What follows belongs to an exercise in optimizing a design on an open flow for small area; a production flow would make more cautious choices.
At most, simulation tests tie the RTL to the original design; equivalence was not proved.
The clock port is modelled as an ideal driver; clocking choices that lean on that would not hold on a real chip.

## run 1
Design OnBoard, start of the top module:
module OnBoard(LEDR, HEX3, HEX2, HEX1, HEX0, SW, KEY, CLOCK_50);
Size in the first run: ~270 cells after synthesis, about 50 I/O pins.
==> flow/config.mk <==
export PLATFORM = sky130hd
export DESIGN_NAME = OnBoard
export DESIGN_NICKNAME = OnBoard
export VERILOG_FILES = /design/flow/design.v
export SDC_FILE = /design/flow/constraint.sdc
export NUM_CORES = 4
export LEC_CHECK = 0
export ABC_AREA = 1
export CAP_MARGIN = 20
export CORE_MARGIN = 2
export CORE_UTILIZATION = 40
export SLEW_MARGIN = 20
==> flow/constraint.sdc <==
create_clock -name core_clock -period 25.0 [get_ports {CLOCK_50}]
set_input_delay 5.0000 -clock core_clock [delete_from_list [all_inputs] [get_ports {CLOCK_50}]]
set_output_delay 5.0000 -clock core_clock [all_outputs]
set_load 0.01 [all_outputs]
standard.sh (not shown) runs the stock make flow with config.mk's settings and CLKGATE_MAP_FILE= SYNTH_SCRIPT=/design/flow/synth_recipe.tcl, a recipe that flattens the netlist after the stock synthesis.
==> flow/flow/run.sh <==
#!/bin/bash
# Own layout flow: the standard ORFS flow (standard.sh) with these changes:
# - synthesis: flow/synth.tcl (synth_recipe.tcl with a stronger area script for abc),
# - one buf_1 per input/output port instead of the default port buffer,
# - combinational cells downsized to their smallest drive after floorplan (timing is loose),
# - CTS with small clock buffers and no dummy loads.
# Each step's full output goes to a log file in this folder; ORFS's own logs are under orfs/logs.
set -euo pipefail
HERE=$(pwd)
export FLOW_SYNTH_TCL="$HERE/synth_recipe.tcl"
export OWN_ABC_SCRIPT="$HERE/flow/abc_own.script"
export BUFFER_PORTS_ARGS="-buffer_cell sky130_fd_sc_hd__buf_1"
export POST_FLOORPLAN_TCL="$HERE/flow/downsize.tcl"
export CTS_ARGS="-sink_clustering_enable -repair_clock_nets -buf_list \"sky130_fd_sc_hd__clkbuf_2 sky130_fd_sc_hd__clkbuf_4 sky130_fd_sc_hd__clkbuf_8\" -dont_use_dummy_load"
sed "s#SYNTH_SCRIPT=[^ ]*#SYNTH_SCRIPT=$HERE/flow/synth.tcl#" standard.sh > "$HERE/own.sh"
grep -q "SYNTH_SCRIPT=$HERE/flow/synth.tcl" "$HERE/own.sh"
bash "$HERE/own.sh" synth > "$HERE/log_synth.txt" 2>&1
bash "$HERE/own.sh" finish > "$HERE/log_layout.txt" 2>&1
==> flow/flow/abc_own.script <==
strash
&get -n
&deepsyn -T 20
&put
dch -f
map -a
==> flow/flow/downsize.tcl <==
# Swap every combinational cell to the smallest-area drive strength of the same function.
set db [ord::get_db]
set block [ord::get_db_block]
set n 0
foreach inst [$block getInsts] {
  set mname [[$inst getMaster] getName]
  if {![regexp {^(sky130_fd_sc_hd__[a-z0-9]+)_([0-9]+)$} $mname -> base drive]} { continue }
  if {[regexp {df|dl|tap|fill|decap|conb|clk} $base]} { continue }
  set best ""
  set barea 1e9
  foreach d {0 1 2 3 4 6 8 12 16} {
    set m [$db findMaster ${base}_$d]
    if {$m == "NULL"} { continue }
    if {[lsearch -exact $::env(DONT_USE_CELLS) ${base}_$d] >= 0} { continue }
    set a [expr {[$m getWidth] * [$m getHeight]}]
    if {$a < $barea} { set barea $a; set best ${base}_$d }
  }
  if {$best ne "" && $best ne $mname} {
    replace_cell [$inst getName] $best
    incr n
  }
}
puts "downsize: replaced $n cells"
==> flow/flow/synth.tcl <==
# The standard synthesis (synth_recipe.tcl, sourced unchanged), with one difference:
# the combinational mapping step (abc) runs flow/abc_own.script instead of ORFS's script.
# Flip-flops are mapped before abc, so the registers are the standard synthesis's.
proc abc {args} {
  set i [lsearch -exact $args -script]
  if {$i >= 0} { lset args [expr {$i + 1}] $::env(OWN_ABC_SCRIPT) }
  yosys abc {*}$args
}
source $::env(FLOW_SYNTH_TCL)
Run 1 completed end to end with timing, DRC and antenna clean.
Relative to run 1, the following input files were edited for run 2:
-- flow/flow/run.sh --
<<< run 1, line 13
export POST_FLOORPLAN_TCL="$HERE/flow/downsize.tcl"
export CTS_ARGS="-sink_clustering_enable -repair_clock_nets -buf_list \"sky130_fd_sc_hd__clkbuf_2 sky130_fd_sc_hd__clkbuf_4 sky130_fd_sc_hd__clkbuf_8\" -dont_use_dummy_load"
sed "s#SYNTH_SCRIPT=[^ ]*#SYNTH_SCRIPT=$HERE/flow/synth.tcl#" standard.sh > "$HERE/own.sh"
>>> run 2, line 13
export POST_FLOORPLAN_TCL="$HERE/flow/downsize.tcl"
export CTS_ARGS="-sink_clustering_enable -repair_clock_nets -buf_list sky130_fd_sc_hd__clkbuf_4 -dont_use_dummy_load"
sed "s#SYNTH_SCRIPT=[^ ]*#SYNTH_SCRIPT=$HERE/flow/synth.tcl#" standard.sh > "$HERE/own.sh"
[summary]
Comparing the two runs side by side, run 2 comes out ahead of run 1 on number of design-rule violations left by the first detailed-router iteration. Shortest period the worst path allows in run 2 vs run 1: up 61 ps. Clock transition at the registers of the reported paths in run 2 vs run 1: up 40 ps. From run 1 to run 2 the numbers moved as follows: core utilization decreased 0.61 points, initial antenna violation count neither gained nor lost much.
No functional check of the RTL was part of any run of this note.


Setup of 10-20:
The RTL this note starts from:
==> flow/design.v <==
module OnBoard(LEDR, HEX3, HEX2, HEX1, HEX0, SW, KEY, CLOCK_50);
	input [7:0] SW;
	input [2:0] KEY;
	input CLOCK_50;
	output [9:0] LEDR;
	output [6:0] HEX3, HEX2, HEX1, HEX0;
	localparam [3:0] RST=4'd3, SS=4'd7, SM=4'd5, SMIN=4'd6, MR0=4'd9, MR1=4'd11,
		RDY=4'd12, RT=4'd4, TMR=4'd14, TR=4'd15, FL=4'd13;
	localparam [6:0] INV = 7'b0101010, RV = 7'b0000011;
	wire k = KEY[0];
	reg [6:0] q;
	wire [6:0] s = q ^ INV;
	wire fb = ((s[0] & ~s[4]) ^ s[1]) ^ s[6];
	always @(posedge CLOCK_50)
		q <= INV ^ (k ? {s[5:0], fb} : RV);
	wire tick = ~s[0] & s[1] & s[2] & ~s[3] & ~s[6];
	wire tickL = ~s[0] & s[1] & ~s[3] & ~s[5] & ~s[6];
	reg [3:0] st;
	reg [3:0] d0, d2, d3;
	reg [2:0] d1;
	reg [3:0] o0, o2;
	reg [2:0] o1, o3;
	reg led;
	wire z0 = ~(d0[0] | d0[1] | d0[2] | d0[3]);
	wire b1 = z0 & ~(d1[0] | d1[1] | d1[2]);
	wire b2 = b1 & ~(d2[0] | d2[1] | d2[2] | d2[3]);
	wire zero = b2 & ~(d3[0] | d3[1] | d3[2] | d3[3]);
	always @(posedge CLOCK_50) begin
		case (st)
			SS: if (~KEY[1]) st <= SM;
			SM: if (KEY[1]) st <= SMIN;
			SMIN: if (~KEY[1]) st <= MR0;
			MR0: st <= KEY[1] ? RDY : MR1;
			MR1: if (KEY[1]) st <= RDY;
			RDY: if (~KEY[2]) st <= RT;
			RT: if (KEY[2]) st <= TMR;
			TMR: if (~KEY[2]) st <= TR; else if (zero) st <= FL;
			TR: if (KEY[2]) st <= RDY;
			FL: ;
			default: st <= SS;
		endcase
		if (!KEY[0]) st <= RST;
	end
	wire sRST = (st == RST);
	wire sSEC = (st == SS) | (st == SM);
	wire sMIN = (st == SMIN);
	wire sMR0 = (st == MR0);
	wire sMR1 = (st == MR1);
	wire sTMR = (st == TMR);
	wire sFL = (st == FL);
	wire sset = sSEC | sMIN;
	wire gt5 = SW[7] | (SW[6] & SW[5]);
	wire gt9 = SW[3] & (SW[2] | SW[1]);
	wire [2:0] cts = {3{sset}} & {SW[6] | gt5, SW[5] & ~gt5, SW[4] | gt5};
	wire [3:0] cos = {4{sset}} & {SW[3], SW[2] & ~SW[3], SW[1] & ~SW[3], SW[0] | gt9};
	wire oen = (tick & ~sMR1) | sMR0;
	always @(posedge CLOCK_50)
		if (oen) begin
			o3 <= d3[2:0]; o2 <= d2; o1 <= d1; o0 <= d0;
		end
	wire ldo = (sMR0 & ~tick) | (sMR1 & tick);
	wire tdec = sTMR & tick;
	wire ldc0 = sRST | sSEC;
	wire ldc2 = sRST | sMIN;
	wire ln0 = tdec;
	wire ln1 = tdec & z0;
	wire ln2 = tdec & b1;
	wire ln3 = tdec & b2;
	wire h0 = ~(ldo | ln0 | ldc0);
	wire h1 = ~(ldo | ln1 | ldc0);
	wire h2 = ~(ldo | ln2 | ldc2);
	wire h3 = ~(ldo | ln3 | ldc2);
	wire [3:0] n0 = {d0[0] ? d0[3] : ~(d0[1] | d0[2] | d0[3]),
	                 d0[0] ? d0[2] : ((d0[2] & d0[1]) | d0[3]),
	                 d0[0] ? d0[1] : (~d0[1] & (d0[2] | d0[3])),
	                 ~d0[0]};
	wire [2:0] n1 = {d1[0] ? d1[2] : ~(d1[1] | d1[2]),
	                 d1[0] ? d1[1] : d1[2],
	                 ~d1[0]};
	wire [3:0] n2 = {d2[0] ? d2[3] : ~(d2[1] | d2[2] | d2[3]),
	                 d2[0] ? d2[2] : ((d2[2] & d2[1]) | d2[3]),
	                 d2[0] ? d2[1] : (~d2[1] & (d2[2] | d2[3])),
	                 ~d2[0]};
	wire [3:0] n3 = {d3[3] ^ ~(d3[2] | d3[1] | d3[0]),
	                 d3[2] ^ ~(d3[1] | d3[0]),
	                 d3[1] ^ ~d3[0],
	                 ~d3[0]};
	always @(posedge CLOCK_50) begin
		d0 <= ({4{h0}} & d0) | ({4{ldo}} & o0) | ({4{ln0}} & n0) | ({4{ldc0}} & cos);
		d1 <= ({3{h1}} & d1) | ({3{ldo}} & o1) | ({3{ln1}} & n1) | ({3{ldc0}} & cts);
		d2 <= ({4{h2}} & d2) | ({4{ldo}} & o2) | ({4{ln2}} & n2) | ({4{ldc2}} & cos);
		d3 <= ({4{h3}} & d3) | ({4{ldo}} & {1'b0, o3}) | ({4{ln3}} & n3) | ({4{ldc2}} & {1'b0, cts});
	end
	always @(posedge CLOCK_50)
		led <= (tickL & sFL & ~led) | (~tickL & led);
	assign LEDR = {10{led}};
	assign HEX3 = seg16(d3);
	assign HEX2 = seg10(d2);
	assign HEX1 = seg6(d1);
	assign HEX0 = seg10(d0);
	function [6:0] seg16(input [3:0] n);
		seg16 =
			n == 4'd0 ? 7'b1000000 :
			n == 4'd1 ? 7'b1111001 :
			n == 4'd2 ? 7'b0100100 :
			n == 4'd3 ? 7'b0110000 :
			n == 4'd4 ? 7'b0011001 :
			n == 4'd5 ? 7'b0010010 :
			n == 4'd6 ? 7'b0000010 :
			n == 4'd7 ? 7'b1111000 :
			n == 4'd8 ? 7'b0000000 :
			n == 4'd9 ? 7'b0010000 :
			n == 4'd10 ? 7'b0010000 :
			n == 4'd11 ? 7'b0010000 :
			n == 4'd12 ? 7'b0010000 :
			n == 4'd13 ? 7'b0010000 :
			n == 4'd14 ? 7'b0010000 :
			7'b0010000;
	endfunction
	function [6:0] seg10(input [3:0] n);
		seg10 =
			n == 4'd0 ? 7'b1000000 :
			n == 4'd1 ? 7'b1111001 :
			n == 4'd2 ? 7'b0100100 :
			n == 4'd3 ? 7'b0110000 :
			n == 4'd4 ? 7'b0011001 :
			n == 4'd5 ? 7'b0010010 :
			n == 4'd6 ? 7'b0000010 :
			n == 4'd7 ? 7'b1111000 :
			n == 4'd8 ? 7'b0000000 :
			n == 4'd9 ? 7'b0010000 :
			n == 4'd10 ? 7'b0010000 :
			n == 4'd11 ? 7'b0010000 :
			n == 4'd12 ? 7'b0010000 :
			n == 4'd13 ? 7'b0010000 :
			n == 4'd14 ? 7'b0010000 :
			7'b0010000;
	endfunction
	function [6:0] seg6(input [2:0] n);
		seg6 =
			n == 3'd0 ? 7'b1000000 :
			n == 3'd1 ? 7'b1111001 :
			n == 3'd2 ? 7'b0100100 :
			n == 3'd3 ? 7'b0110000 :
			n == 3'd4 ? 7'b0011001 :
			n == 3'd5 ? 7'b0010010 :
			n == 3'd6 ? 7'b0010000 :
			7'b0010000;
	endfunction
endmodule
==> flow/config.mk <==
export PLATFORM = sky130hd
export DESIGN_NAME = OnBoard
export DESIGN_NICKNAME = OnBoard
export VERILOG_FILES = /design/flow/design.v
export SDC_FILE = /design/flow/constraint.sdc
export NUM_CORES = 4
export LEC_CHECK = 0
export ABC_AREA = 1
export CAP_MARGIN = 5
export CORE_MARGIN = 2
export CORE_UTILIZATION = 40
export GPL_TIMING_DRIVEN = 0
export SLEW_MARGIN = 5
==> flow/constraint.sdc <==
create_clock -name core_clock -period 25.0 [get_ports {CLOCK_50}]
set_input_delay 5.0000 -clock core_clock [delete_from_list [all_inputs] [get_ports {CLOCK_50}]]
set_output_delay 5.0000 -clock core_clock [all_outputs]
set_load 0.01 [all_outputs]
==> flow/flow/run.sh <==
#!/bin/bash
# Own layout flow: the standard ORFS flow (standard.sh) with these changes:
# - synthesis: flow/synth.tcl (synth_recipe.tcl with a stronger area script for abc and no adder extraction),
# - one buf_1 per input/output port instead of the default port buffer,
# - combinational cells downsized to their smallest drive after floorplan (timing is loose),
# - CTS with small clock buffers and no dummy loads; buffers driving 11+ sinks are upsized.
# Each step's full output goes to a log file in this folder; ORFS's own logs are under orfs/logs.
set -euo pipefail
HERE=$(pwd)
export FLOW_SYNTH_TCL="$HERE/synth_recipe.tcl"
export OWN_ABC_SCRIPT="$HERE/flow/abc_own.script"
export BUFFER_PORTS_ARGS="-buffer_cell sky130_fd_sc_hd__buf_1"
export POST_FLOORPLAN_TCL="$HERE/flow/downsize.tcl"
export POST_CTS_TCL="$HERE/flow/post_cts.tcl"
export CTS_ARGS="-sink_clustering_enable -repair_clock_nets -buf_list sky130_fd_sc_hd__clkbuf_4 -dont_use_dummy_load"
sed "s#SYNTH_SCRIPT=[^ ]*#SYNTH_SCRIPT=$HERE/flow/synth.tcl#" standard.sh > "$HERE/own.sh"
grep -q "SYNTH_SCRIPT=$HERE/flow/synth.tcl" "$HERE/own.sh"
bash "$HERE/own.sh" synth > "$HERE/log_synth.txt" 2>&1
bash "$HERE/own.sh" finish > "$HERE/log_layout.txt" 2>&1
==> flow/flow/abc_own.script <==
strash
&get -n
&deepsyn -T 20
&put
dch -f
&get -n
&nf -R 1000
&put
==> flow/flow/post_cts.tcl <==
set block [ord::get_db_block]
set n 0
foreach inst [$block getInsts] {
  if {[[$inst getMaster] getName] ne "sky130_fd_sc_hd__clkbuf_4"} { continue }
  set net [[$inst findITerm X] getNet]
  if {$net == "NULL"} { continue }
  set fo 0
  foreach it [$net getITerms] { if {[$it isInputSignal]} { incr fo } }
  if {$fo >= 11} {
    replace_cell [$inst getName] sky130_fd_sc_hd__clkbuf_8
    incr n
  }
}
puts "post_cts: upsized $n clock buffers"
if {$n > 0} {
  detailed_placement
  check_placement -verbose
}
==> flow/flow/synth.tcl <==
# The standard synthesis (synth_recipe.tcl, sourced unchanged), with two differences:
# the combinational mapping step (abc) runs flow/abc_own.script instead of ORFS's script.
# Yosys's half/full-adder extraction is skipped (abc maps that logic instead).
# Flip-flops are mapped before abc, so the registers are the standard synthesis's.
proc abc {args} {
  set i [lsearch -exact $args -script]
  if {$i >= 0} { lset args [expr {$i + 1}] $::env(OWN_ABC_SCRIPT) }
  yosys abc {*}$args
}
proc extract_fa {args} {}
source $::env(FLOW_SYNTH_TCL)
Scripts as last shown in full above: flow/flow/downsize.tcl
10-20 ran to completion and came out clean on the timing, design-rule and antenna checks.
Inputs modified between 10-20 and 10-03:
- SLEW_MARGIN now 20, was 5
- GPL_TIMING_DRIVEN no longer set, was 0
- CAP_MARGIN now 20, was 5
==> comparison <==
10-03 went all the way through the flow, and no timing, DRC or antenna check failed. Per the comparison of 10-03 with 10-20, final critical-path required period fell 0.081 ns, count of filler cells inserted in the layout decreased by 20 relative to the old numbers, worst hold slack has remained practically unchanged. Total number of nets in the final design: 10-03 vs 10-20 down 3.4%. The standard cells in 10-03 occupy less silicon area than those in 10-20 do.

==> afterwards: timing with drivers on the ports <==
In the flow no input, the clock included, has a driving cell. The finished layouts below were timed again as built, in two steps.
Step 1 sets driving cells, clkbuf_16 on the clock port and buf_2 on the other inputs (assumed; they add their load-dependent delay and slew).
Step 2 also shifts input and output timing later by t, the mid clock arrival at the registers, as if the neighbouring blocks saw the same clock.
a / b / c = ideal ports / drivers / drivers and shift; a / b = the first two.
| run | shift t [ns] | setup WS [ns] | hold slack, ns |
|---|---|---|---|
| run 1 | 0.318 | 18.031 / 18.003 / 18.320 | 0.396 / 0.396 / 0.396 |
| run 2 | 0.357 | 17.970 / 17.945 / 18.301 | 0.406 / 0.406 / 0.406 |
| 10-20 | 0.359 | 18.153 / 18.129 / 18.488 | 0.385 / 0.385 / 0.385 |
| 10-03 | 0.354 | 18.233 / 18.209 / 18.564 | 0.387 / 0.387 / 0.387 |
After both steps every run listed still meets setup and hold.
